What follows belongs to an exercise in optimizing a design on an open flow for small area, a short achievable clock period and few clock cycles per item; a production flow would make more cautious choices. Power figures rest on the tool's default switching activity, not on a simulated workload.

== cedar ==
## dma_top
module dma_top (
    input  wire        clk,
    input  wire        reset,
    input  wire        trigger,
    input  wire [4:0]  length,
    input  wire [31:0] source_address,
    input  wire [31:0] destination_address,
    output wire        done,
    output wire [31:0] ARADDR,
    output wire        ARVALID,
    input  wire        ARREADY,
    input  wire [31:0] RDATA,
    input  wire        RVALID,
    output wire        RREADY,
    output wire [31:0] AWADDR,
    output wire        AWVALID,
    input  wire        AWREADY,
    output wire [31:0] WDATA,
    output wire        WVALID,
    input  wire        WREADY,
    input  wire        BVALID,
    output wire        BREADY
);
For scale: about 250 cells after synthesis, ~210 I/O pins, roughly 2100 sq um of cells after synthesis.
Settings: LEC_CHECK=0, CAP_MARGIN=20, CORE_MARGIN=2, CORE_UTILIZATION=45, SLEW_MARGIN=20; clock period 3.5 ns.
standard.sh (not shown) runs the stock make flow with config.mk's settings and CLKGATE_MAP_FILE= SYNTH_SCRIPT=/design/flow/synth_recipe.tcl, a recipe that flattens the netlist after the stock synthesis.
==> flow/flow/run.sh <==
#!/bin/bash
# ORFS layout with two changes from the standard one:
#  - synthesis maps the logic with a plain delay-oriented ABC script (no
#    full/half-adder extraction, no ABC buffering or resizing); everything else
#    in synthesis, including the registers, is the standard synthesis;
#  - the port buffers are the smallest buffer cell.
set -euo pipefail
here=$(pwd)
rm -rf "$here/scripts_abc"
cp -r "$FLOW_HOME/scripts" "$here/scripts_abc"
printf '&get -n\n&st\n&dch\n&nf -p\n&put\n' > "$here/scripts_abc/abc_speed.script"
bash standard.sh "SCRIPTS_DIR=$here/scripts_abc" 'ADDER_MAP_FILE=' synth > synth.log 2>&1
bash standard.sh 'BUFFER_PORTS_ARGS=-buffer_cell sky130_fd_sc_hd__buf_1' finish > layout.log 2>&1
For maple, these inputs were changed with respect to cedar:
==> flow/flow/run.sh <==
#!/bin/bash
# Standard ORFS layout, with the port buffers made from the smallest buffer
# cell and the adders left to ABC (no full/half-adder cell extraction).
set -euo pipefail
bash standard.sh 'BUFFER_PORTS_ARGS=-buffer_cell sky130_fd_sc_hd__buf_1' 'ADDER_MAP_FILE=' finish > orfs_make.log 2>&1
==> summary.txt <==
Latest clock arrival within the worst-skew pair across cedar and maple: no real change.
Compared with cedar, in maple via count higher; area enclosed by the die boundary higher.
Count of cell instances traversed by the critical path, cedar and maple: lower on maple
maple vs cedar, capturing element of the worst setup path: ARVALID vs done
No functional check of the RTL was part of any run of this note.

---

Another version of the RTL of dma_top (not shown whole).
Size: roughly 270 cells after synthesis, about 17 flip-flops, ~0.0020 mm2 of cells after synthesis.
==> flow/config.mk <==
export PLATFORM = sky130hd
export DESIGN_NAME = dma_top
export DESIGN_NICKNAME = dma_top
export VERILOG_FILES = /design/flow/design.v
export SDC_FILE = /design/flow/constraint.sdc
export NUM_CORES = 4
export LEC_CHECK = 0
export CAP_MARGIN = 20
export CORE_MARGIN = 2
export CORE_UTILIZATION = 45
export SETUP_SLACK_MARGIN = 0.6
export SLEW_MARGIN = 20
==> flow/constraint.sdc <==
create_clock -name core_clock -period 3.5 [get_ports {clk}]
set_input_delay 0.7000 -clock core_clock [delete_from_list [all_inputs] [get_ports {clk}]]
set_output_delay 0.7000 -clock core_clock [all_outputs]
set_load 0.01 [all_outputs]
==> flow/flow/run.sh <==
#!/bin/bash
# Standard ORFS layout, with the port buffers made from the smallest buffer
# cell and the adders left to ABC (no full/half-adder cell extraction).
set -euo pipefail
bash standard.sh 'BUFFER_PORTS_ARGS=-buffer_cell sky130_fd_sc_hd__buf_1' 'ADDER_MAP_FILE=' finish > orfs_make.log 2>&1
The first run ran to the end with no violations.
Then changed:
--- a/flow/config.mk
+++ b/flow/config.mk
@@ -9,4 +9,3 @@
 export CORE_MARGIN = 2
 export CORE_UTILIZATION = 45
-export SETUP_SLACK_MARGIN = 0.6
 export SLEW_MARGIN = 20
The changed run produced a clean layout.
Critical path depth stays the same.
First-iteration DRC count stays the same.
Final cell count stays the same.
Clock skew does not change.
Via count is unchanged.
Setup slack is unchanged.
Clock power stays flat.
Wire length is unchanged.
Total power is unchanged.
Fmax does not change.
No run of this note included a check of the RTL's function; only the layout flow was run.

## what the ideal ports hide
In the flow no input, the clock included, has a driving cell. The finished layouts below were timed again as built, in two steps. Step 1, drivers: a clkbuf_16 drives clk and a buf_2 each remaining input, both assumed. Step 2 adds t to the input delays and takes it off the output delays; t is the mean of the earliest and latest rising clock arrival at the registers after step 1. Input paths then give back, and output paths get back, about the clock's delay inside the block. Slacks: no drivers / after step 1 / after step 2; pairs: no drivers / after step 1.
run | t (ns) | setup WS [ns] | worst slew at a driven data input, ns | pins driven straight from the clock port
cedar | 0.291 | 0.968 / 0.939 / 0.939 | 0.09 | 1
maple | 0.293 | 1.137 / 1.116 / 1.116 | 0.08 | 1
the first run of note 2 | 0.276 | 0.721 / 0.687 / 0.687 | 0.13 | 1
the second run of note 2 | 0.276 | 0.721 / 0.687 / 0.687 | 0.13 | 1
After both steps setup and hold are still met in every run listed.
